Background: an optimization exercise with open tools, aiming at small area, a short achievable clock period and few clock cycles per item. Do not read the settings as production practice. Only simulation tests tie the RTL to the original design; equivalence was not proved. No activity file was given, so power comes from the tool's default toggle rates.

==> flow/design.v (outline; a module is shown in full before it is edited, if it fits) <==
// module mmult: 1756 lines
module mmult(
    input clk,
    input reset_n,
    input enable,
    input [0:9*8-1] A_mat,
    input [0:9*8-1] B_mat,
    output valid,
    output [0:9*17-1] C_mat
);
  // ...
==> flow/flow/run.sh <==
#!/bin/bash
# Standard layout, with these changes: Yosys's "abc -fast" pre-pass is skipped
# (so the full adders extract with clean polarity), the port buffers are the
# smallest plain buffer instead of the delay buffer buffer_ports picks, and
# timing repair aims for 6.6 ns of setup slack instead of 0.
export SYNTH_ARGS=-noabc
export BUFFER_PORTS_ARGS="-buffer_cell sky130_fd_sc_hd__buf_1"
export SETUP_SLACK_MARGIN=6.6
bash standard.sh > standard.log 2>&1
==> flow/standard.sh <==
#!/bin/bash
# synth_recipe.tcl (not shown) runs the flow's synth.tcl, then flattens the netlist and writes it again
# the make line also repeats each setting of config.mk as NAME=value (left out here)
make -C /OpenROAD-flow-scripts/flow DESIGN_CONFIG=/design/flow/config.mk WORK_HOME=/design/flow/orfs CLKGATE_MAP_FILE= SYNTH_SCRIPT=/design/flow/synth_recipe.tcl "${@:-finish}"
==> flow/config.mk <==
export PLATFORM = sky130hd
export DESIGN_NAME = mmult
export DESIGN_NICKNAME = mmult
export VERILOG_FILES = /design/flow/design.v
export SDC_FILE = /design/flow/constraint.sdc
export NUM_CORES = 4
export LEC_CHECK = 0
export CAP_MARGIN = 20
export CORE_MARGIN = 2
export CORE_UTILIZATION = 40
export CTS_CLUSTER_DIAMETER = 150
export CTS_CLUSTER_SIZE = 20
export SLEW_MARGIN = 20
==> flow/constraint.sdc <==
create_clock -name core_clock -period 11.0 [get_ports {clk}]
set_input_delay 2.2000 -clock core_clock [delete_from_list [all_inputs] [get_ports {clk}]]
set_output_delay 2.2000 -clock core_clock [all_outputs]
set_load 0.01 [all_outputs]
==> summary.txt, run 1 <==
Outcome
  – Status: finished clean

Finish
  – Fill cells: 6,675
  – Most frequent cells in the layout: 812 x nor2_1, 450 x fa_1, 307 x dfxtp_1
  – Fin cells: 3,801
  – Area of the multi-input gates: 0.0198 mm²
  – Nets: 3,792

Pwr
  – Top pwr grp: combinational cells
  – Combinational power: 4.75 mW
  – Clk pwr share: 10.5%

Floorplanning
  – I/O pin count: 301
  – # Taps: 873
  – Die width: 266 µm
  – Die area: 0.0706 mm²

Worst hold path
  – Hold_sp: A[67]

Detailed routing
  – DRC viols: 0
  – Met2 wire length: 33,900 µm
  – Antenna-violating nets left: 0

Global routing
  – Overall Global Routing Usage: 21.3%
  – Met2 global-route usage: 34.4%

Yosys
  – Number of synthesized flops with an enable pin: 0
  – Yosys top cell by area: fa_1
  – Post-synth top cells: 812 x nor2_1, 450 x fa_1, 308 x dfxtp_1
  – Post-synth cell types: 48

STA
  – Period Utilization, post-route: 39.0%
  – Final Hold Violating Endpoints: 0
  – RSZ-0062 raised after global routing: yes
  – Tmin final: 4.29 ns
Testbench counts, summed over its fixed seeds: cycles 2,048, items 512.
==> run 2, diff against run 1 <==
--- a/flow/flow/run.sh
+++ b/flow/flow/run.sh
@@ -4,6 +4,6 @@
 # smallest plain buffer instead of the delay buffer buffer_ports picks, and
-# timing repair aims for 6.6 ns of setup slack instead of 0.
+# timing repair aims for 7.1 ns of setup slack instead of 0.
 export SYNTH_ARGS=-noabc
 export BUFFER_PORTS_ARGS="-buffer_cell sky130_fd_sc_hd__buf_1"
-export SETUP_SLACK_MARGIN=6.6
+export SETUP_SLACK_MARGIN=7.1
 bash standard.sh > standard.log 2>&1
==> run 2 against run 1 <==
Highest routed layer is now met4; fmax is 9.0% higher; sequential power is 3% higher; design area is 8.4% higher; synthesized area stayed put.
==> summary.txt, run 2 <==
Outcome
  – Status: finished clean

Setup path
  – R2r setup slk: 7.18 ns
  – Setup crit end kind: output pin
  – CP startpoint kind: flip-flop
  – Critical path data arrival time: 1.73 ns
  – Critical path peak fanout: 2
  – Critical Path RT: 8.80 ns
  – Critical Setup Path Class: flip-flop to output pin

STA
  – Max Fclk: 254 MHz
  – Max Slew Vio Count: 0
  – Final Hold Violating Endpoints: 0 (unchanged)
  – RSZ-0062 raised after global routing: yes
  – Post-route setup TNS: 0 ns
  – Period Utilization, post-route: 35.8% (-3.2 points)
  – Final Setup Violations: 0
  – Tightest Pin Transition: 0.902 ns
  – Rel. slew slack: 39.8%
  – Tmin final: 3.93 ns (-0.354 ns)
  – Worst Skew: 0.0467 ns

Clock tree
  – CTS Hold Bufs: 0
  – Clock Tree Root: clkbuf_16
  – CTS tree: done
  – H-tree depth: 1
  – Clock transition at path regs: 0.10 ns
  – Clock latency (worst-skew pair): 0.57 ns
  – CTS Sinks: 308
  – Cts bufs inserted: 19
  – Clock tree buffer depth: 3

Global routing
  – Initial antenna violation count: 2
  – Vias in the first global route: 20,900
  – Overall Global Routing Usage: 22.0% (+0.69 points)
  – GRT overflow: 0
  – First-pass GRT wire length: 120,000 µm
  – Largest net degree at the start of global routing: 123

Detailed routing
  – Via/cell ratio: 5.32
  – DRC viols: 0 (unchanged)
  – Routed vias: 20,500
  – Wire per inst: 21.8 µm
  – Antenna-violating nets left: 0 (unchanged)
  – Routed wire length: 84,000 µm
  – Drt first pass iters: 5
  – Initial DRC count: 1,380

Yosys
  – Syn Nets: 3,671
  – Mapped Cells: 2,803
  – Number of synthesized flops with an enable pin: 0 (unchanged)
  – Post-synth cell types: 48 (unchanged)
  – Most frequent cell after synthesis: nor2_1
  – Mapped cell area: 0.0274 mm²
  – Largest cells by area after synthesis: fa_1 33%, dfxtp_1 23%, ha_1 12%, nor2_1 11%, a21oi_1 3.1%
  – Synth Flop Type: dfxtp_1
  – Yosys top cell by area: fa_1
  – Post-synth top area share: 32.9%
  – #FFs+latches synth: 308
  – Asr flop ratio synth: 0%
  – Mean Syn Cell Area: 9.77 µm²
  – Post-synth top cells: 812 x nor2_1, 450 x fa_1, 308 x dfxtp_1
  – Yosys warns: 1
  – Sequential area share after synthesis: 22.5%

Finish
  – Commonest non-fill, non-tap cell in the layout: nor2_1
  – Final std cell area, no fill: 0.0317 mm²
  – Most frequent cells in the layout: 788 x nor2_1, 426 x fa_1, 286 x buf_1
  – Max reg flops: 153
  – Antenna Cells: 0
  – Biggest regs: S: 153 flops, A: 72 flops, B: 72 flops
  – Nets: 3,844 (+1.4%)
  – Fraction of layout cells with a size suffix above 1: 11.0%
  – Largest Register: S
  – Area grow syn2layout: 15.6%
  – Finished Core Util: 46.9%

Floorplanning
  – Core area: 0.0675 mm²
  – I/O pin count: 301 (unchanged)
  – Num rows: 95
  – Die area: 0.0706 mm² (unchanged)
  – Die width: 266 µm (unchanged)
  – Initial core utilization: 40.6%
  – Die Span Y: 266 µm

Pwr
  – LEAKAGE: 14.6 nW
  – PwrDens: 242 mW/mm²
  – IR drop worst, VDD: 0.161 mV

Placed design
  – Area after DPL: 0.0287 mm²
  – I/O Buffers: 300
  – Gp weighted congestion: 0.840
  – Post-DP HPWL: 55,800 µm

Job
  – Maximum capacitance violations: 0

Worst hold path
  – Hold WC Path Type: flip-flop to flip-flop
run 2: cell counts after synthesis:
No cell type changed its count.
run 2: final timing paths:
check	end	from	cells past startpoint
worst min-delay path	A[30]	A[38]	2
worst min register to register	A[30]	A[38]	2
worst max-delay path	C_mat[102]	S[106]	5
worst max register to register	S[73]	B[10]	13
run 2: report_power, final:
part | switching [mW] | internal [mW] | total [mW] | leakage, nW
logic | 2.88 | 2.49 | 5.37 | 11.8
registers | 0.228 | 1.34 | 1.56 | 2.58
clock network | 0.424 | 0.314 | 0.737 | 0.242
run 2: final cells by class:
class	instances	area, µm²
Timing Repair Buffer	405	2990
Tap cell	873	1090
Fill cell	6394	35800
Sequential cell	308	6320
Clock buffer	20	479
Clock inverter	1	16.3
Inverter	12	45.0
Multi-Input combinational cell	2230	20700
run 2: logic make-up after synthesis:
family,after synthesis,synth area share [%]
fa+ha+maj,721,45.3
compound gates,352,7.71
buf+inv,266,5.13
flops,308,22.5
mux,2,0.0731
simple gates,1013,14.8
xor+xnor,141,4.51
run 2: critical path, cell delays in order, from the launching register on:
cell	delay, ns
dfxtp_4	0.37
ha_4	0.15
ha_4	0.15
nand3_4	0.10
xnor2_4	0.25
buf_6	0.14
run 2: per-stage QoR:
stage	setup WS (ns)	hold slack [ns]	instances	power (mW)
after floorplan	7.13	0.444	2803	5.29
after global placement	5.66	0.448	3775	6.27
after detailed placement	5.64	0.453	3775	6.30
after CTS	7.04	0.415	3809	7.28
after global routing	7.02	0.438	3849	8.42
final	7.07	0.426	3849	7.67
run 2: routing by layer:
| layer | part of all wire, % | vias up | global-route usage [%] |
|---|---|---|---|
| li1 | - | 9365 | - |
| met1 | 42 | 10300 | 29.7 |
| met2 | 47 | 716 | 35.9 |
| met3 | 7.9 | 98 | 4.56 |
| met4 | 2.5 | 0 | 5.85 |
| met5 | 0 | - | 0 |
run 2: timing repair:
action	4_1_cts	5_1_grt
pin swaps	17	43
cloned	3	27
endpoints found under the setup margin	231	85
buffers inserted	10	13
resized for setup	176	223
==> run 3, diff against run 2 <==
--- a/flow/flow/run.sh
+++ b/flow/flow/run.sh
@@ -4,6 +4,6 @@
 # smallest plain buffer instead of the delay buffer buffer_ports picks, and
-# timing repair aims for 7.1 ns of setup slack instead of 0.
+# timing repair aims for 6.8 ns of setup slack instead of 0.
 export SYNTH_ARGS=-noabc
 export BUFFER_PORTS_ARGS="-buffer_cell sky130_fd_sc_hd__buf_1"
-export SETUP_SLACK_MARGIN=7.1
+export SETUP_SLACK_MARGIN=6.8
 bash standard.sh > standard.log 2>&1
==> run 3 against run 2 <==
Via count down 3.8%; clock skew down 0.011 ns; register-to-register slack worse by 0.28 ns; worst hold slack better by 0.015 ns; non-clock buffer count down 51; utilization down 3.4 points; sequential power down 3%; clock-buffer cell count unchanged; critical path type unchanged; still clean on timing, DRC and antenna.
==> summary.txt, run 3 <==
STA
  – Tmin final: 4.14 ns (+0.206 ns)
  – Tightest Pin Transition: 0.899 ns (-0.00337 ns)
  – Final Hold Violating Endpoints: 0 (unchanged)
  – Max Fclk: 242 MHz (-5.0%)
  – Post-route setup TNS: 0 ns (unchanged)
  – Worst Skew: 0.0354 ns (-0.0113 ns)
  – Period Utilization, post-route: 37.6% (+1.9 points)
  – RSZ-0062 raised after global routing: yes
  – Final Setup Violations: 0 (unchanged)
  – Max Slew Vio Count: 0 (unchanged)
  – Rel. slew slack: 40.1% (+0.22 points)

Pwr
  – Part of the power in registers: 21.6% (+1.2 points)
  – Sw Share: 46.4% (+0.41 points)
  – IR drop worst, VDD: 0.124 mV (-23%)
  – Logic pwr share: 68.0% (-2.0 points)
  – LEAKAGE: 13.9 nW (-4.8%)
  – P_int: 3.77 mW (-9.0%)
  – PwrDens: 239 mW/mm² (-1.2%)
  – Clk pwr share: 10.5% (+0.9 points)
  – Switching power: 3.27 mW (-7.5%)

Global routing
  – First-pass GRT wire length: 117,000 µm (-2.8%)
  – Initial antenna violation count: 3 (+1)
  – Vias in the first global route: 20,200 (-3.1%)
  – GRT overflow: 0 (unchanged)
  – Overall Global Routing Usage: 21.3% (-0.68 points)
  – Largest net degree at the start of global routing: 163 (+33%)

Yosys
  – Yosys warns: 1 (unchanged)
  – Mean Syn Cell Area: 9.77 µm² (unchanged)
  – Asr flop ratio synth: 0% (unchanged)
  – Post-synth top cells: 812 x nor2_1, 450 x fa_1, 308 x dfxtp_1
  – Yosys top cell by area: fa_1
  – Largest cells by area after synthesis: fa_1 33%, dfxtp_1 23%, ha_1 12%, nor2_1 11%, a21oi_1 3.1%
  – #FFs+latches synth: 308 (unchanged)
  – Mapped Cells: 2,803 (unchanged)
  – Post-synth top area share: 32.9% (unchanged)
  – Sequential area share after synthesis: 22.5% (unchanged)
  – Syn Nets: 3,671 (unchanged)
  – Post-synth cell types: 48 (unchanged)
  – Most frequent cell after synthesis: nor2_1
  – Mapped cell area: 0.0274 mm² (unchanged)
  – Number of synthesized flops with an enable pin: 0 (unchanged)
  – Synth Flop Type: dfxtp_1

Floorplanning
  – I/O pin count: 301 (unchanged)
  – Die width: 266 µm (unchanged)
  – Die Span Y: 266 µm (unchanged)
  – Initial core utilization: 40.6% (unchanged)
  – Num rows: 95 (unchanged)
  – Core area: 0.0675 mm² (unchanged)
  – Die area: 0.0706 mm² (unchanged)

Setup path
  – Critical path's slowest cell: dfxtp_2
  – Crit-path leading delay family: adder cells
  – Buf/Inv on CP: 1 (unchanged)
  – Setup crit end kind: output pin
  – Crit path top cell by count: ha_1
  – Critical Setup Path Class: flip-flop to output pin
  – Critical path data arrival time: 1.94 ns (+0.21 ns)
  – Critical Path RT: 8.80 ns (about the same)
  – Max incr delay on CP: 0.37 ns (about the same)
  – CP startpoint kind: flip-flop
  – Critical path peak fanout: 2 (unchanged)
  – Worst-path cell chain: ha_1 > ha_1 > nand3_1 > xnor2_2 > buf_2

Clock tree
  – Clock transition at path regs: 0.10 ns (about the same)
  – Cts bufs inserted: 19 (unchanged)
  – H-tree depth: 1 (unchanged)
  – Clock Tree Root: clkbuf_16
  – CTS Hold Bufs: 0 (unchanged)
  – CTS Sinks: 308 (unchanged)
  – Clock tree buffer depth: 3 (unchanged)
  – Clock latency (worst-skew pair): 0.57 ns (about the same)
  – CTS tree: done

Placed design
  – Placed Cells: 3,776 (+0.026%)
  – Area after DPL: 0.0287 mm² (about the same)
  – Post-DP HPWL: 55,100 µm (-1.2%)
  – I/O Buffers: 300 (unchanged)
  – Gp weighted congestion: 0.811 (-3.4%)

Detailed routing
  – Antenna-violating nets left: 0 (unchanged)
  – Via/cell ratio: 5.18 (-2.6%)
  – Initial DRC count: 1,163 (-16%)
  – Wire per inst: 19.4 µm (-11%)
  – DRC viols: 0 (unchanged)
  – Routed wire length: 73,800 µm (-12%)
  – Drt first pass iters: 5 (unchanged)
  – Routed vias: 19,700 (-3.8%)

Finish
  – Finished Core Util: 43.5% (-3.4 points)
  – Commonest non-fill, non-tap cell in the layout: nor2_1
  – Fin cells: 3,801 (-1.2%)
  – Max reg flops: 153 (unchanged)
  – Most frequent cells in the layout: 812 x nor2_1, 450 x fa_1, 302 x dfxtp_1
  – Biggest regs: S: 153 flops, A: 72 flops, B: 72 flops
  – Fill cells: 6,656 (+4.1%)
  – Fraction of layout cells with a size suffix above 1: 3.52% (-7.4 points)
  – Largest Register: S
  – Nets: 3,792 (-1.4%)
  – Final std cell area, no fill: 0.0294 mm² (-7.2%)
  – Area grow syn2layout: 7.34%

Worst hold path
  – Hold WC Path Type: flip-flop to flip-flop

Outcome
  – Status: finished clean

Job
  – Maximum capacitance violations: 0 (unchanged)
run 3: cell count changes in the layout (fill, tap and decap cells not counted), moves of 10 or more:
cell | before | now
buf_1 | 286 | 296
buf_12 | 36 | 4
buf_6 | 8 | 18
clkbuf_16 | 45 | 19
dfxtp_1 | 262 | 302
dfxtp_4 | 37 | 1
fa_1 | 426 | 450
fa_2 | 24 | 0
ha_1 | 234 | 269
ha_4 | 30 | 0
nor2_1 | 788 | 812
nor2_2 | 24 | 0
o21ai_0 | 47 | 57
run 3: stage by stage:
step | worst slack [ns] | power, mW | hold WS [ns]
after global routing | 6.73 | 7.82 | 0.478
after CTS | 6.76 | 7.08 | 0.439
after floorplan | 6.97 | 5.29 | 0.444
after global placement | 6.42 | 6.27 | 0.447
final | 6.86 | 7.04 | 0.441
after detailed placement | 6.35 | 6.28 | 0.454
run 3: cell families after synthesis:
| logic type | share of synthesized area, % |
|---|---|
| DFF | 22.5 |
| adders and majority gates | 45.3 |
| buffers and inverters | 5.13 |
| xor gates and xnor gates | 4.51 |
| and+or+nand+nor | 14.8 |
| AOI/OAI and AO/OA | 7.71 |
| muxes | 0.0731 |
run 3: final timing paths:
check / to / slack (ns) / cells after the start / start
max: C_mat[102] / 6.86 / 5 / K[6]
min: A[59] / 0.44 / 2 / A[67]
min reg2reg: A[59] / 0.44 / 2 / A[67]
max reg2reg: S[108] / 6.90 / 12 / B[2]
run 3: cell type report:
cell class,instances,area (µm²),share of cell area (%)
Multi-Input combinational cell,2229,19900,67.6
Inverter,12,45.0,0.153
Clock buffer,20,479,1.63
Antenna cell,2,5.00,0.0170
Clock inverter,3,22.5,0.0766
Timing Repair Buffer,354,1690,5.75
Sequential cell,308,6180,21.0
Tap cell,873,1090,3.72
run 3: routing by layer:
layer | global-route usage, % | up-vias | routed length, µm
met3 | 4.81 | 90 | 5900
met2 | 34.4 | 613 | 33900
met4 | 5.18 | 4 | 1840
met1 | 29.0 | 9739 | 32100
li1 | - | 9249 | -
met5 | 0 | - | 26
run 3: worst min-delay path, stage by stage, from the launching register on:
cell	delay (ns)
dfxtp_1	0.30
nor2_1	0.09
a21oi_1	0.04
run 3: power groups by stage:
stage	Sequential [mW]	Clock (mW)	Combinational [mW]
floorplan	1.47	0	3.82
global placement	1.55	0	4.72
detailed placement	1.55	0	4.73
CTS	1.52	0.768	4.79
global route	1.55	0.799	5.47
finish	1.52	0.736	4.78
run 3: what timing repair did:
action,in CTS,in global routing
gates resized for setup,13,45
endpoints found under the setup margin,16,19
pin swaps,2,2
setup buffers,0,0
==> run 4, diff against run 3 <==
--- a/flow/flow/run.sh
+++ b/flow/flow/run.sh
@@ -4,6 +4,6 @@
 # smallest plain buffer instead of the delay buffer buffer_ports picks, and
-# timing repair aims for 6.8 ns of setup slack instead of 0.
+# timing repair aims for 7.0 ns of setup slack instead of 0.
 export SYNTH_ARGS=-noabc
 export BUFFER_PORTS_ARGS="-buffer_cell sky130_fd_sc_hd__buf_1"
-export SETUP_SLACK_MARGIN=6.8
+export SETUP_SLACK_MARGIN=7.0
 bash standard.sh > standard.log 2>&1
==> run 4 against run 3 <==
Sequential power barely moved; wire length rose by 6.1%; power rose by 5.3%; fmax rose by 4.7%; largest power group unchanged.
==> summary.txt, run 4 <==
Outcome
  – Status: finished clean

Pwr
  – PwrDens: 243 mW/mm² (+1.3%)
  – IR drop worst, VDD: 0.133 mV (+7.6%)
  – LEAKAGE: 14.3 nW (+2.7%)
  – Power, Total: 7.41 mW (+5.3%)

Job
  – Maximum capacitance violations: 0 (unchanged)

Global routing
  – Largest net degree at the start of global routing: 175 (+7.4%)
  – Initial antenna violation count: 1 (-2)
  – First-pass GRT wire length: 118,000 µm (+1.7%)
  – GRT overflow: 0 (unchanged)
  – Overall Global Routing Usage: 21.6% (+0.36 points)
  – Vias in the first global route: 20,600 (+1.8%)

Yosys
  – Post-synth cell types: 48 (unchanged)
  – Most frequent cell after synthesis: nor2_1
  – Mean Syn Cell Area: 9.77 µm² (unchanged)
  – Largest cells by area after synthesis: fa_1 33%, dfxtp_1 23%, ha_1 12%, nor2_1 11%, a21oi_1 3.1%
  – Post-synth top area share: 32.9% (unchanged)
  – Post-synth top cells: 812 x nor2_1, 450 x fa_1, 308 x dfxtp_1
  – Yosys warns: 1 (unchanged)
  – Number of synthesized flops with an enable pin: 0 (unchanged)
  – Yosys top cell by area: fa_1
  – #FFs+latches synth: 308 (unchanged)
  – Synth Flop Type: dfxtp_1
  – Mapped cell area: 0.0274 mm² (unchanged)
  – Mapped Cells: 2,803 (unchanged)
  – Syn Nets: 3,671 (unchanged)
  – Asr flop ratio synth: 0% (unchanged)
  – Sequential area share after synthesis: 22.5% (unchanged)

Detailed routing
  – Wire per inst: 20.5 µm (+5.5%)
  – Initial DRC count: 1,160 (-0.26%)
  – Via/cell ratio: 5.25 (+1.3%)
  – Drt first pass iters: 5 (unchanged)
  – Antenna-violating nets left: 0 (unchanged)
  – Routed wire length: 78,300 µm (+6.1%)
  – DRC viols: 0 (unchanged)
  – Routed vias: 20,100 (+1.9%)

Placed design
  – I/O Buffers: 300 (unchanged)
  – Gp weighted congestion: 0.854 (+5.2%)
  – Placed Cells: 3,773 (-0.079%)
  – Post-DP HPWL: 55,200 µm (+0.18%)

Clock tree
  – Cts bufs inserted: 19 (unchanged)
  – CTS Sinks: 308 (unchanged)
  – Clock Tree Root: clkbuf_16
  – CTS Hold Bufs: 0 (unchanged)
  – CTS tree: done
  – Clock tree buffer depth: 3 (unchanged)
  – Clock transition at path regs: 0.10 ns (about the same)
  – Clock latency (worst-skew pair): 0.56 ns (about the same)
  – H-tree depth: 1 (unchanged)

STA
  – Final Hold Violating Endpoints: 0 (unchanged)
  – Worst Skew: 0.0348 ns (-0.000675 ns)
  – Period Utilization, post-route: 36.0% (-1.7 points)
  – Tightest Pin Transition: 0.965 ns (+0.0660 ns)
  – Rel. slew slack: 35.7% (-4.4 points)
  – Max Slew Vio Count: 0 (unchanged)
  – Max Fclk: 253 MHz (+4.7%)
  – RSZ-0062 raised after global routing: yes
  – Final Setup Violations: 0 (unchanged)
  – Post-route setup TNS: 0 ns (unchanged)
  – Tmin final: 3.96 ns (-0.184 ns)

Finish
  – Max reg flops: 153 (unchanged)
  – Commonest non-fill, non-tap cell in the layout: nor2_1
  – Fraction of layout cells with a size suffix above 1: 7.49% (+4.0 points)
  – Nets: 3,817 (+0.66%)
  – Finished Core Util: 45.3% (+1.7 points)
  – Fin cells: 3,824 (+0.61%)
  – Area grow syn2layout: 11.6%
  – Biggest regs: S: 153 flops, A: 72 flops, B: 72 flops
  – Largest Register: S
  – Most frequent cells in the layout: 801 x nor2_1, 444 x fa_1, 289 x buf_1

Setup path
  – RR Endpoint: S[102]
  – R2R Path Start: B[2]
  – Reg2Reg Depth: 13 (+1)
  – Setup crit end kind: output pin
  – R2r setup slk: 7.11 ns (+0.21 ns)
  – Critical path data arrival time: 1.76 ns (-0.18 ns)
  – CP startpoint kind: flip-flop
  – Critical Path RT: 8.80 ns (about the same)
  – Critical path peak fanout: 2 (unchanged)
  – Critical Setup Path Class: flip-flop to output pin

Floorplanning
  – Die width: 266 µm (unchanged)
  – Die area: 0.0706 mm² (unchanged)
  – Num rows: 95 (unchanged)
  – Core area: 0.0675 mm² (unchanged)
  – I/O pin count: 301 (unchanged)
  – Die Span Y: 266 µm (unchanged)
  – Initial core utilization: 40.6% (unchanged)

Worst hold path
  – Min-Delay Endpoint: A[29]
  – Hold WC Path Type: flip-flop to flip-flop
  – Worst hold path cell count: 2 (unchanged)
  – Hold_sp: A[37]
==> run 4: cell type report <==
class                           count  area (µm²)
Multi-Input combinational cell   2229       20300
Tap cell                          873        1090
Fill cell                        6511       37000
Timing Repair Buffer              379        2360
Clock buffer                       20         479
Antenna cell                        1        2.50
Clock inverter                      2        25.0
Inverter                           12        45.0
Sequential cell                   308        6240
==> run 4: how the worst max path moves through the flow <==
stage / startpoint / endpoint / slack [ns] / depth (start not counted)
5_1_grt: B[11] / S[22] / 6.93 / 13
6_report: K[6] / C_mat[102] / 7.04 / 5
4_1_cts: K[6] / C_mat[102] / 6.90 / 5
2_1_floorplan: A[54] / S[108] / 7.01 / 12
3_3_place_gp: reset_n / B[1] / 6.67 / 5
3_5_place_dp: reset_n / B[1] / 6.66 / 5
==> run 4: critical path, stage by stage, from the launching register on <==
cell,delay (ns)
dfxtp_4,0.39
ha_4,0.14
ha_4,0.15
nand3_4,0.10
xnor2_4,0.26
buf_6,0.15
==> run 4: through the flow <==
stage / worst slack (ns) / hold WS, ns / cell area (µm²)
finish: 7.04 / 0.446 / 30600
global route: 6.93 / 0.464 / 30600
CTS: 6.90 / 0.454 / 29700
detailed placement: 6.66 / 0.457 / 28700
global placement: 6.67 / 0.449 / 28700
floorplan: 7.01 / 0.444 / 27400
==> run 4: cells by family (layout without fill, tap and decap cells) <==
family                     Yosys count  after routing  synth area share, %
AOI/OAI and AO/OA                  352            352                 7.71
buffers and inverters              266            413                 5.13
xor gates and xnor gates           141            141                 4.51
other                                0              1                    0
and+or+nand+nor                   1013           1013                 14.8
adders and majority gates          721            721                 45.3
muxes                                2              2               0.0731
DFF                                308            308                 22.5
==> run 4: per-layer routing <==
| layer | global-route usage [%] | vias to the layer above | part of all wire (%) |
|---|---|---|---|
| met5 | 0 | - | 0 |
| met4 | 7.21 | 0 | 3.3 |
| met3 | 3.49 | 106 | 6.8 |
| met2 | 34.8 | 610 | 46 |
| met1 | 29.8 | 10000 | 44 |
| li1 | - | 9308 | - |
==> run 4: what timing repair did <==
item                                    4_1_cts  5_1_grt
endpoints found under the setup margin       34       48
gates resized for setup                      98      148
cloned                                        2        8
buffers inserted                              5       13
pin swaps                                     8       19
==> run 4: where the power goes <==
part	internal (mW)	switching [mW]	leakage (nW)
logic	2.35	2.78	11.4
clock network	0.315	0.423	0.247
registers	1.33	0.210	2.57
==> run 5, diff against run 4 <==
--- a/flow/flow/run.sh
+++ b/flow/flow/run.sh
@@ -4,6 +4,6 @@
 # smallest plain buffer instead of the delay buffer buffer_ports picks, and
-# timing repair aims for 7.0 ns of setup slack instead of 0.
+# timing repair aims for 6.9 ns of setup slack instead of 0.
 export SYNTH_ARGS=-noabc
 export BUFFER_PORTS_ARGS="-buffer_cell sky130_fd_sc_hd__buf_1"
-export SETUP_SLACK_MARGIN=7.0
+export SETUP_SLACK_MARGIN=6.9
 bash standard.sh > standard.log 2>&1
--- a/flow/config.mk
+++ b/flow/config.mk
@@ -9,3 +9,3 @@
 export CORE_MARGIN = 2
-export CORE_UTILIZATION = 40
+export CORE_UTILIZATION = 50
 export CTS_CLUSTER_DIAMETER = 150
==> run 5 against run 4 <==
Design area is 3.8% lower; power is 4.0% lower; non-clock buffer count is 25 lower; first-iteration DRC count is 4.0% lower; via count is 0.24% lower; cell count is 5.3% lower; worst setup slack worse by 0.084 ns; still clean; global-route usage is 4.9 points higher; die area is 20% lower; clock-buffer cell count is 1 lower; worst hold slack better by 0.0086 ns; register-to-register slack worse by 0.07 ns.
==> summary.txt, run 5 <==
Yosys
  – Mapped cell area: 0.0274 mm² (unchanged)
  – Synth Flop Type: dfxtp_1
  – Post-synth top cells: 812 x nor2_1, 450 x fa_1, 308 x dfxtp_1
  – Syn Nets: 3,671 (unchanged)
  – Synth Area in Compound Gates: 7.71% (unchanged)
  – Post-synth top area share: 32.9% (unchanged)
  – Yosys top cell by area: fa_1
  – Multiplexer share of the synthesized area: 0.0731% (unchanged)
  – Post-Synth Adder-Cell Area: 45.3% (unchanged)
  – #FFs+latches synth: 308 (unchanged)
  – Number of synthesized flops with an enable pin: 0 (unchanged)
  – Yosys warns: 1 (unchanged)
  – Asr flop ratio synth: 0% (unchanged)
  – Post-synthesis xor/xnor area fraction: 4.51% (unchanged)
  – Most frequent cell after synthesis: nor2_1
  – Simple logic cell fraction of the synthesized area: 14.8% (unchanged)
  – Sequential area share after synthesis: 22.5% (unchanged)
  – Mapped Cells: 2,803 (unchanged)
  – Mean Syn Cell Area: 9.77 µm² (unchanged)
  – Largest cells by area after synthesis: fa_1 33%, dfxtp_1 23%, ha_1 12%, nor2_1 11%, a21oi_1 3.1%
  – Post-synth cell types: 48 (unchanged)
  – Largest family of logic cells by synthesized area: adder cells

Worst hold path
  – Hold_sp: B[64]
  – Hold WC Path Type: flip-flop to flip-flop
  – Min-Delay Endpoint: B[40]
  – Worst hold path cell count: 2 (unchanged)

STA
  – Tmin final: 4.04 ns (+0.0837 ns)
  – RSZ-0062 raised after global routing: no
  – Period Utilization, post-route: 36.7% (+0.76 points)
  – Tightest Pin Transition: 1.03 ns (+0.0678 ns)
  – Final Hold Violating Endpoints: 0 (unchanged)
  – Final Setup Violations: 0 (unchanged)
  – Worst Skew: 0.0416 ns (+0.00683 ns)
  – Max Slew Vio Count: 0 (unchanged)
  – Post-route setup TNS: 0 ns (unchanged)
  – Rel. slew slack: 31.1% (-4.5 points)
  – Max Fclk: 248 MHz (-2.1%)
  – Fin Hold WS: 0.454 ns (+0.00864 ns)

Finish
  – Fill cells: 5,032 (-23%)
  – Max reg flops: 153 (unchanged)
  – Finished Core Util: 54.4% (+9.1 points)
  – Fraction of layout cells with a size suffix above 1: 3.97% (-3.5 points)
  – Commonest non-fill, non-tap cell in the layout: nor2_1
  – Fin cells: 3,621 (-5.3%)
  – Largest Register: S
  – Area grow syn2layout: 7.29%
  – Final std cell area, no fill: 0.0294 mm² (-3.8%)
  – Antenna Cells: 0 (-1)
  – Nets: 3,792 (-0.65%)
  – Most frequent cells in the layout: 811 x nor2_1, 449 x fa_1, 301 x dfxtp_1
  – Biggest regs: S: 153 flops, A: 72 flops, B: 72 flops

Setup path
  – Reg2Reg Depth: 13 (unchanged)
  – Setup crit end kind: output pin
  – RR Endpoint: S[90]
  – R2R Path Start: B[16]
  – Critical path data arrival time: 1.84 ns (+0.08 ns)
  – Critical path peak fanout: 2 (unchanged)
  – CP startpoint kind: flip-flop
  – Critical Path RT: 8.80 ns (about the same)
  – R2r setup slk: 7.04 ns (-0.07 ns)
  – Critical Setup Path Class: flip-flop to output pin

Clock tree
  – Clock transition at path regs: 0.10 ns (about the same)
  – CTS Sinks: 308 (unchanged)
  – CTS Hold Bufs: 0 (unchanged)
  – H-tree depth: 1 (unchanged)
  – Clock latency (worst-skew pair): 0.57 ns (about the same)
  – Clock Tree Root: clkbuf_16
  – CTS tree: done
  – Clock tree buffer depth: 3 (unchanged)
  – Cts bufs inserted: 19 (unchanged)

Floorplanning
  – Die Span Y: 238 µm (-10%)
  – Die area: 0.0567 mm² (-20%)
  – Initial core utilization: 50.7% (+10 points)
  – Core area: 0.0540 mm² (-20%)
  – Die width: 238 µm (-10%)
  – Num rows: 85 (-11%)
  – I/O pin count: 301 (unchanged)

Job
  – Maximum capacitance violations: 0 (unchanged)

Outcome
  – Status: finished clean

Pwr
  – PwrDens: 242 mW/mm² (-0.16%)
  – IR drop worst, VDD: 0.122 mV (-8.6%)
  – LEAKAGE: 13.9 nW (-2.2%)

Detailed routing
  – Initial DRC count: 1,114 (-4.0%)
  – Drt first pass iters: 7 (+2)
  – Wire per inst: 20.4 µm (-0.38%)
  – Via/cell ratio: 5.53 (+5.4%)
  – Routed vias: 20,000 (-0.24%)
  – Antenna-violating nets left: 0 (unchanged)
  – Routed wire length: 73,900 µm (-5.7%)
  – DRC viols: 0 (unchanged)

Placed design
  – I/O Buffers: 300 (unchanged)
  – Post-DP HPWL: 54,300 µm (-1.8%)
  – Area after DPL: 0.0284 mm² (-0.75%)
  – Gp weighted congestion: 0.860 (+0.69%)
  – Placed Cells: 3,597 (-4.7%)

Global routing
  – Largest net degree at the start of global routing: 219 (+25%)
  – Vias in the first global route: 21,400 (+4.0%)
  – Overall Global Routing Usage: 26.6% (+4.9 points)
  – GRT overflow: 0 (unchanged)
  – Initial antenna violation count: 3 (+2)
  – First-pass GRT wire length: 118,000 µm (-0.83%)
==> run 5: through the flow <==
step	worst slack [ns]	total power, mW
after CTS	6.85	7.06
after detailed placement	6.63	6.26
final	6.96	7.12
after global routing	6.88	7.88
after global placement	6.67	6.18
after floorplan	6.97	5.29
==> run 5: report_power, final <==
part / internal (mW) / switching [mW]
Sequential: 1.32 / 0.200
Clock: 0.314 / 0.410
Combinational: 2.19 / 2.68
Total: 3.83 / 3.29
==> run 5: metal layers <==
metal / up-vias / global-route usage [%] / share of wire (%)
met5: - / 0 / 0.018
met4: 2 / 9.22 / 3.9
met3: 121 / 5.29 / 7.5
met2: 660 / 43.0 / 46
met1: 9995 / 35.7 / 43
li1: 9242 / - / -
==> run 5: layout make-up <==
type	instances	area (µm²)	share of cell area, %
multi-input combinational	2229	19900	67.9
inverter	12	45.0	0.153
clock inverter	3	25.0	0.0852
sequential	308	6180	21.0
tap	696	871	2.96
timing repair buffer	354	1840	6.25
clock buffer	19	475	1.62
==> run 5: what timing repair did <==
item	4_1_cts	5_1_grt
pin swaps	1	5
buffers inserted	0	0
resized for setup	20	83
endpoints found under the setup margin	14	29
gates cloned	0	2
==> run 5: worst max path at each step <==
stage	end	slack, ns	from	cells after the start
after floorplan	S[108]	6.97	A[55]	12
after global placement	B[11]	6.67	reset_n	5
after global routing	S[90]	6.88	B[16]	13
final	C_mat[34]	6.96	K[2]	5
after detailed placement	B[13]	6.63	enable	5
after CTS	S[141]	6.85	B[16]	12
==> run 5: logic make-up (layout without fill, tap and decap cells) <==
family,count (synthesis),count (layout)
XOR/XNOR,141,141
AO/OA/AOI/OAI,352,352
adder cells (fa/ha/maj),721,721
flip-flops,308,308
AND/OR/NAND/NOR,1013,1013
buffers and inverters,266,388
multiplexers,2,2
==> run 5: worst max-delay path, cell delays in order (launching register included) <==
cell and delay (ns):
dfxtp_2 0.37, ha_2 0.20, ha_1 0.18, nand3_1 0.12, xnor2_2 0.24, buf_2 0.17
==> run 6, diff against run 5 <==
--- a/flow/config.mk
+++ b/flow/config.mk
@@ -9,3 +9,3 @@
 export CORE_MARGIN = 2
-export CORE_UTILIZATION = 50
+export CORE_UTILIZATION = 60
 export CTS_CLUSTER_DIAMETER = 150
==> run 6 against run 5 <==
Still clean on timing, DRC and antenna; first-iteration DRC count increased by 18%; design area is essentially flat; clock-buffer cell count unchanged; worst setup slack about the same; utilization grew 11 points; synthesized cell count did not move; combinational power is 0.8% higher; non-clock buffer count rose by 4; sequential cell count unchanged; cell count fell by 2.5%; register-to-register slack is essentially flat.
==> summary.txt, run 6 <==
Global routing
  – Initial antenna violation count: 1 (-2)
  – GRT overflow: 0 (unchanged)
  – First-pass GRT wire length: 114,000 µm (-2.8%)
  – Largest net degree at the start of global routing: 272 (+24%)
  – Overall Global Routing Usage: 30.9% (+4.4 points)
  – Vias in the first global route: 21,600 (+0.67%)

Worst hold path
  – Hold_sp: B[25]
  – Hold WC Path Type: flip-flop to flip-flop
  – Worst hold path cell count: 2 (unchanged)

Pwr
  – P_int: 3.84 mW (+0.24%)
  – LEAKAGE: 14.0 nW (+0.57%)
  – Clk pwr share: 10.1% (about the same)
  – Part of the power in registers: 21.2% (-0.2 points)
  – Switching power: 3.32 mW (+0.88%)
  – Sw Share: 46.3% (+0.16 points)
  – PwrDens: 243 mW/mm² (+0.48%)
  – Power, Total: 7.15 mW (+0.53%)
  – IR drop worst, VDD: 0.146 mV (+20%)
  – Logic pwr share: 68.7% (+0.3 points)

Detailed routing
  – Routed wire length: 72,500 µm (-1.9%)
  – Antenna-violating nets left: 0 (unchanged)
  – Initial DRC count: 1,314 (+18%)
  – M1 WL: 30,400 µm (-3.2%)
  – Via/cell ratio: 5.72 (+3.4%)
  – Routed vias: 20,200 (+0.82%)
  – WL met3: 6010 µm (+8.1%)
  – Top Metal Used: met5
  – Drt first pass iters: 5 (-2)
  – Met2 wire length: 33,800 µm (-0.77%)
  – DRC viols: 0 (unchanged)
  – Wire per inst: 20.5 µm (+0.65%)

Yosys
  – Most frequent cell after synthesis: nor2_1
  – Post-synth top cells: 812 x nor2_1, 450 x fa_1, 308 x dfxtp_1
  – Asr flop ratio synth: 0% (unchanged)
  – Synth Flop Type: dfxtp_1
  – Number of synthesized flops with an enable pin: 0 (unchanged)
  – Mapped cell area: 0.0274 mm² (unchanged)
  – Post-synth top area share: 32.9% (unchanged)
  – Post-synth cell types: 48 (unchanged)
  – Sequential area share after synthesis: 22.5% (unchanged)
  – Mean Syn Cell Area: 9.77 µm² (unchanged)
  – Yosys top cell by area: fa_1
  – Largest cells by area after synthesis: fa_1 33%, dfxtp_1 23%, ha_1 12%, nor2_1 11%, a21oi_1 3.1%
  – Syn Nets: 3,671 (unchanged)
  – Mapped Cells: 2,803 (unchanged)
  – Yosys warns: 1 (unchanged)
  – #FFs+latches synth: 308 (unchanged)

Finish
  – Fraction of layout cells with a size suffix above 1: 4.20% (+0.23 points)
  – Antenna Cells: 0 (unchanged)
  – Max reg flops: 153 (unchanged)
  – Finished Core Util: 65.1% (+11 points)
  – Biggest regs: S: 153 flops, A: 72 flops, B: 72 flops
  – Most frequent cells in the layout: 809 x nor2_1, 449 x fa_1, 295 x dfxtp_1
  – Commonest non-fill, non-tap cell in the layout: nor2_1
  – Fin cells: 3,529 (-2.5%)
  – Nets: 3,797 (+0.13%)
  – Area grow syn2layout: 7.35% (about the same)
  – Final std cell area, no fill: 0.0294 mm² (about the same)
  – Largest Register: S

Setup path
  – Crit. path cell count: 5 (unchanged)
  – Worst-path cell chain: ha_1 > ha_1 > nand3_1 > xnor2_2 > clkbuf_2
  – Setup crit end kind: output pin
  – Reg2Reg Depth: 12 (-1)
  – Critical path data arrival time: 1.84 ns (about the same)
  – Crit-path leading delay family: flip-flops
  – Buf/Inv on CP: 1 (unchanged)
  – Critical Path RT: 8.80 ns (about the same)
  – CP startpoint kind: flip-flop
  – Crit path top cell by count: ha_1
  – R2R Path Start: A[7]
  – Critical path peak fanout: 2 (unchanged)
  – Max incr delay on CP: 0.38 ns (about the same)
  – Critical path's slowest cell: dfxtp_1
  – CP Launch Point: K[2]
  – Critical Setup Path Class: flip-flop to output pin

Floorplanning
  – Initial core utilization: 60.6% (+9.9 points)
  – Core area: 0.0452 mm² (-16%)
  – Die Span Y: 218 µm (-8.6%)
  – Die width: 218 µm (-8.6%)
  – I/O pin count: 301 (unchanged)
  – Die area: 0.0474 mm² (-16%)
  – Num rows: 78 (-8.2%)

Clock tree
  – Clock latency (worst-skew pair): 0.57 ns (about the same)
  – Clock transition at path regs: 0.09 ns (about the same)
  – CTS tree: done
  – H-tree depth: 1 (unchanged)
  – Cts bufs inserted: 19 (unchanged)
  – Clock Tree Root: clkbuf_16
  – CTS Sinks: 308 (unchanged)
  – Clock tree buffer depth: 3 (unchanged)

STA
  – Tightest Pin Transition: 0.734 ns (-0.299 ns)
  – Fin Hold WS: 0.456 ns (+0.00219 ns)
  – Max Fclk: 248 MHz (about the same)
  – Period Utilization, post-route: 36.7% (about the same)
  – Tmin final: 4.04 ns (+0.0000200 ns)
  – Final WS setup: 6.96 ns (-0.0000200 ns)
  – RSZ-0062 raised after global routing: yes
  – Final Hold Violating Endpoints: 0 (unchanged)
  – Final Setup Violations: 0 (unchanged)
  – Max Slew Vio Count: 0 (unchanged)
  – Post-route setup TNS: 0 ns (unchanged)
  – Rel. slew slack: 51.1% (+20 points)
  – Worst Skew: 0.0318 ns (-0.00979 ns)

Outcome
  – Status: finished clean

Placed design
  – Post-DP HPWL: 52,500 µm (-3.2%)
  – Gp weighted congestion: 0.875 (+1.8%)
  – Area after DPL: 0.0283 mm² (-0.53%)
  – I/O Buffers: 300 (unchanged)
  – Post-Place Worst Slack: 6.20 ns (-0.427 ns)
  – Placed Cells: 3,497 (-2.8%)

Job
  – Maximum capacitance violations: 0 (unchanged)
run 6: cell counts after synthesis:
No cell type changed its count.
run 6: path summary, 6_finish.rpt:
kind                             endpoint  slack (ns)
worst min-delay path                 B[1]        0.46
worst min register to register       B[1]        0.46
worst max register to register       S[5]        7.04
worst max-delay path            C_mat[34]        6.96
run 6: per-layer routing:
| metal | GRT usage (%) | vias to the layer above |
|---|---|---|
| li1 | - | 9247 |
| met2 | 51.1 | 773 |
| met4 | 9.11 | 2 |
| met1 | 41.8 | 10100 |
| met5 | 0.625 | - |
| met3 | 5.41 | 105 |
run 6: what timing repair did:
item,CTS,global route
gates cloned,0,5
buffers inserted,0,5
hold buffers,0,0
pin swaps,2,9
endpoints found under the setup margin,153,98
gates resized for setup,35,80
run 6: cell families after synthesis:
| kind of cell | share of synthesized area [%] |
|---|---|
| flops | 22.5 |
| mux | 0.0731 |
| compound gates | 7.71 |
| xor+xnor | 4.51 |
| fa+ha+maj | 45.3 |
| simple gates | 14.8 |
| buf+inv | 5.13 |
run 6: final cells by class:
class,instances,area [µm²]
Clock inverter,2,25.0
Sequential cell,308,6200
Inverter,12,45.0
Fill cell,3787,15800
Tap cell,600,751
Clock buffer,19,475
Multi-Input combinational cell,2230,20000
Timing Repair Buffer,358,1940
run 6: worst min-delay path, cell delays in order, from the launching register on:
cell and delay [ns]:
dfxtp_1 0.30, nor2_1 0.09, a21oi_1 0.04
run 6: power groups by stage:
stage	Combinational [mW]	Sequential (mW)	Clock (mW)
2_1_floorplan	3.82	1.47	0
6_report	4.91	1.52	0.726
3_5_place_dp	4.73	1.54	0
5_1_grt	5.58	1.54	0.775
4_1_cts	4.83	1.52	0.746
3_3_place_gp	4.62	1.54	0
==> run 7, diff against run 6 <==
--- a/flow/config.mk
+++ b/flow/config.mk
@@ -9,3 +9,3 @@
 export CORE_MARGIN = 2
-export CORE_UTILIZATION = 60
+export CORE_UTILIZATION = 40
 export CTS_CLUSTER_DIAMETER = 150
==> run 7 against run 6 <==
Still clean on timing, DRC and antenna; synthesized area unchanged; global-route usage down 9.6 points; clock skew up 0.0030 ns; die area up 49%; via count down 2.1%; fmax up 0.77%; clock power up 2%; critical path depth unchanged.
==> summary.txt, run 7 <==
STA
  – Period Utilization, post-route: 36.4% (-0.28 points)
  – Worst Skew: 0.0348 ns (+0.00297 ns)
  – Tmin final: 4.01 ns (-0.0310 ns)
  – Final Setup Violations: 0 (unchanged)
  – Tightest Pin Transition: 0.902 ns (+0.168 ns)
  – Final Hold Violating Endpoints: 0 (unchanged)
  – Max Slew Vio Count: 0 (unchanged)
  – Rel. slew slack: 39.9% (-11 points)
  – Post-route setup TNS: 0 ns (unchanged)
  – RSZ-0062 raised after global routing: yes
  – Max Fclk: 249 MHz (+0.77%)

Clock tree
  – Clock Tree Root: clkbuf_16
  – Clock latency (worst-skew pair): 0.58 ns (about the same)
  – CTS Sinks: 308 (unchanged)
  – Cts bufs inserted: 19 (unchanged)
  – Clock tree buffer depth: 3 (unchanged)
  – CTS tree: done
  – H-tree depth: 1 (unchanged)
  – Clock transition at path regs: 0.10 ns (about the same)

Setup path
  – Critical path data arrival time: 1.81 ns (-0.03 ns)
  – Max incr delay on CP: 0.40 ns (+0.02 ns)
  – Critical path's slowest cell: dfxtp_1
  – Critical Path RT: 8.80 ns (about the same)
  – Critical Setup Path Class: flip-flop to output pin
  – CP startpoint kind: flip-flop
  – R2r setup slk: 7.01 ns (-0.03 ns)
  – Worst-path cell chain: ha_1 > ha_1 > nand3_1 > xnor2_2 > buf_1
  – Crit path top cell by count: ha_1
  – Setup crit end kind: output pin
  – Critical path peak fanout: 2 (unchanged)

Finish
  – Max reg flops: 153 (unchanged)
  – Area grow syn2layout: 8.50%
  – Nets: 3,796 (-0.026%)
  – Biggest regs: S: 153 flops, A: 72 flops, B: 72 flops
  – Most frequent cells in the layout: 812 x nor2_1, 450 x fa_1, 298 x dfxtp_1
  – Fraction of layout cells with a size suffix above 1: 4.30% (+0.10 points)
  – Commonest non-fill, non-tap cell in the layout: nor2_1
  – Largest Register: S
  – Finished Core Util: 44.0% (-21 points)

Placed design
  – Gp weighted congestion: 0.811 (-7.3%)
  – Post-DP HPWL: 55,100 µm (+5.0%)
  – I/O Buffers: 300 (unchanged)

Pwr
  – Logic pwr share: 68.2% (-0.5 points)
  – Part of the power in registers: 21.4% (+0.2 points)
  – Clk pwr share: 10.4% (+0.3 points)
  – PwrDens: 240 mW/mm² (-1.5%)
  – LEAKAGE: 14.0 nW (-0.23%)
  – IR drop worst, VDD: 0.123 mV (-15%)
  – P_int: 3.82 mW (-0.50%)
  – Switching power: 3.30 mW (-0.41%)
  – Sw Share: 46.4% (about the same)

Floorplanning
  – Initial core utilization: 40.6% (-20 points)
  – Core area: 0.0675 mm² (+49%)
  – Die width: 266 µm (+22%)
  – Num rows: 95 (+22%)
  – Die Span Y: 266 µm (+22%)
  – I/O pin count: 301 (unchanged)
  – Die area: 0.0706 mm² (+49%)

Yosys
  – Yosys warns: 1 (unchanged)
  – Post-synth top area share: 32.9% (unchanged)
  – #FFs+latches synth: 308 (unchanged)
  – Mean Syn Cell Area: 9.77 µm² (unchanged)
  – Synth Flop Type: dfxtp_1
  – Sequential area share after synthesis: 22.5% (unchanged)
  – Largest cells by area after synthesis: fa_1 33%, dfxtp_1 23%, ha_1 12%, nor2_1 11%, a21oi_1 3.1%
  – Number of synthesized flops with an enable pin: 0 (unchanged)
  – Mapped cell area: 0.0274 mm² (unchanged)
  – Most frequent cell after synthesis: nor2_1
  – Mapped Cells: 2,803 (unchanged)
  – Asr flop ratio synth: 0% (unchanged)
  – Post-synth cell types: 48 (unchanged)
  – Yosys top cell by area: fa_1
  – Post-synth top cells: 812 x nor2_1, 450 x fa_1, 308 x dfxtp_1
  – Syn Nets: 3,671 (unchanged)

Detailed routing
  – Drt first pass iters: 5 (unchanged)
  – Initial DRC count: 1,188 (-9.6%)
  – Routed vias: 19,800 (-2.1%)
  – Routed wire length: 74,800 µm (+3.2%)
  – Via/cell ratio: 5.19 (-9.2%)
  – DRC viols: 0 (unchanged)
  – Wire per inst: 19.6 µm (-4.3%)
  – Antenna-violating nets left: 0 (unchanged)

Worst hold path
  – Hold WC Path Type: flip-flop to flip-flop

Global routing
  – Largest net degree at the start of global routing: 163 (-40%)
  – Initial antenna violation count: 3 (+2)
  – First-pass GRT wire length: 117,000 µm (+2.2%)
  – GRT overflow: 0 (unchanged)
  – Vias in the first global route: 20,300 (-6.0%)
  – Overall Global Routing Usage: 21.3% (-9.6 points)

Job
  – Maximum capacitance violations: 0 (unchanged)

Outcome
  – Status: finished clean
==> run 7: changes by cell type in the layout (fill, tap and decap cells not counted), sizes merged <==
cell	before	now
buf	350	351
diode	0	2
inv	13	14
nand2	83	82
==> run 7: final timing paths <==
check,startpoint,to,cells past startpoint
worst max-delay path,S[140],C_mat[136],5
worst min-delay path,A[67],A[59],2
worst max register to register,B[2],S[108],12
worst min register to register,A[67],A[59],2
==> run 7: critical path: cells and delay by family, from the launching register on <==
family,cells,cell delay (ns)
DFF,1,0.40
xor gates and xnor gates,1,0.18
buffers and inverters,1,0.17
and+or+nand+nor,1,0.12
adders and majority gates,2,0.38
==> run 7: per-layer routing <==
layer | track usage (%) | vias to the layer above | part of all wire, %
li1 | - | 9253 | -
met1 | 29.2 | 9832 | 44
met2 | 34.5 | 587 | 46
met3 | 4.59 | 77 | 7.6
met4 | 5.19 | 4 | 2.5
met5 | 0 | - | 0.035
==> run 7: cell families after synthesis <==
kind of cell / Yosys count / synth area share (%)
multiplexers: 2 / 0.0731
AO/OA/AOI/OAI: 352 / 7.71
buffers and inverters: 266 / 5.13
AND/OR/NAND/NOR: 1013 / 14.8
adder cells (fa/ha/maj): 721 / 45.3
XOR/XNOR: 141 / 4.51
flip-flops: 308 / 22.5
==> run 7: through the flow <==
| step | instances | setup WS [ns] | total power, mW | hold WS (ns) | instance area (µm²) |
|---|---|---|---|---|---|
| floorplan | 2803 | 6.97 | 5.29 | 0.444 | 27400 |
| global placement | 3776 | 6.42 | 6.27 | 0.447 | 28700 |
| detailed placement | 3776 | 6.35 | 6.28 | 0.454 | 28700 |
| CTS | 3801 | 6.84 | 7.10 | 0.439 | 29300 |
| global route | 3803 | 6.84 | 7.90 | 0.478 | 29700 |
| finish | 3805 | 6.99 | 7.12 | 0.441 | 29700 |
==> run 7: timing repair <==
| item | CTS | global route |
|---|---|---|
| hold buffers | 0 | 0 |
| setup endpoints to repair | 27 | 41 |
| cloned | 0 | 2 |
| pin swaps | 4 | 5 |
| setup buffers | 2 | 0 |
| gates resized for setup | 38 | 79 |
==> run 7: power by group through the flow <==
stage	logic [mW]	clock network, mW	registers, mW
floorplan	3.82	0	1.47
global placement	4.72	0	1.55
detailed placement	4.73	0	1.55
CTS	4.80	0.768	1.53
global route	5.55	0.799	1.55
finish	4.86	0.740	1.52
==> run 7: cell type report <==
type,count,area [µm²]
fill,6629,37800
timing repair buffer,358,1890
clock inverter,3,22.5
tap,873,1090
sequential,308,6190
inverter,12,45.0
multi-input combinational,2229,20000
antenna,2,5.00
clock buffer,20,479

[re-timing with driven ports]
In the flow no input, the clock included, has a driving cell. The finished layouts below were timed again as built, in two steps.
Step 1: set_driving_cell puts a clkbuf_16 on clk and a buf_2 on each other input, an assumption about the parent block.
Step 2 also shifts input and output timing later by t, the mid clock arrival at the registers, as if the neighbouring blocks saw the same clock.
Slacks: no drivers / after step 1 / after step 2; pairs: no drivers / after step 1.
| run | shift t [ns] | setup slack, ns | hold slack, ns | slew at the worst register clock pin (ns) |
|---|---|---|---|---|
| run 1 | 0.617 | 6.712 / 6.648 / 6.480 | 0.441 / 0.441 / 0.441 | 0.10 / 0.10 |
| run 2 | 0.615 | 7.066 / 7.003 / 6.684 | 0.426 / 0.426 / 0.426 | 0.10 / 0.10 |
| run 3 | 0.617 | 6.860 / 6.796 / 6.483 | 0.441 / 0.441 / 0.441 | 0.10 / 0.10 |
| run 4 | 0.603 | 7.044 / 6.987 / 6.719 | 0.446 / 0.446 / 0.446 | 0.10 / 0.10 |
| run 5 | 0.603 | 6.960 / 6.901 / 6.478 | 0.454 / 0.454 / 0.454 | 0.10 / 0.10 |
| run 6 | 0.613 | 6.960 / 6.901 / 6.441 | 0.456 / 0.456 / 0.456 | 0.11 / 0.11 |
| run 7 | 0.623 | 6.991 / 6.925 / 6.464 | 0.441 / 0.441 / 0.441 | 0.11 / 0.11 |
After both steps every run listed still meets setup and hold. The setup slack of run 7, which loses most, moves by -0.066 ns with the drivers and by -0.527 ns with both steps.
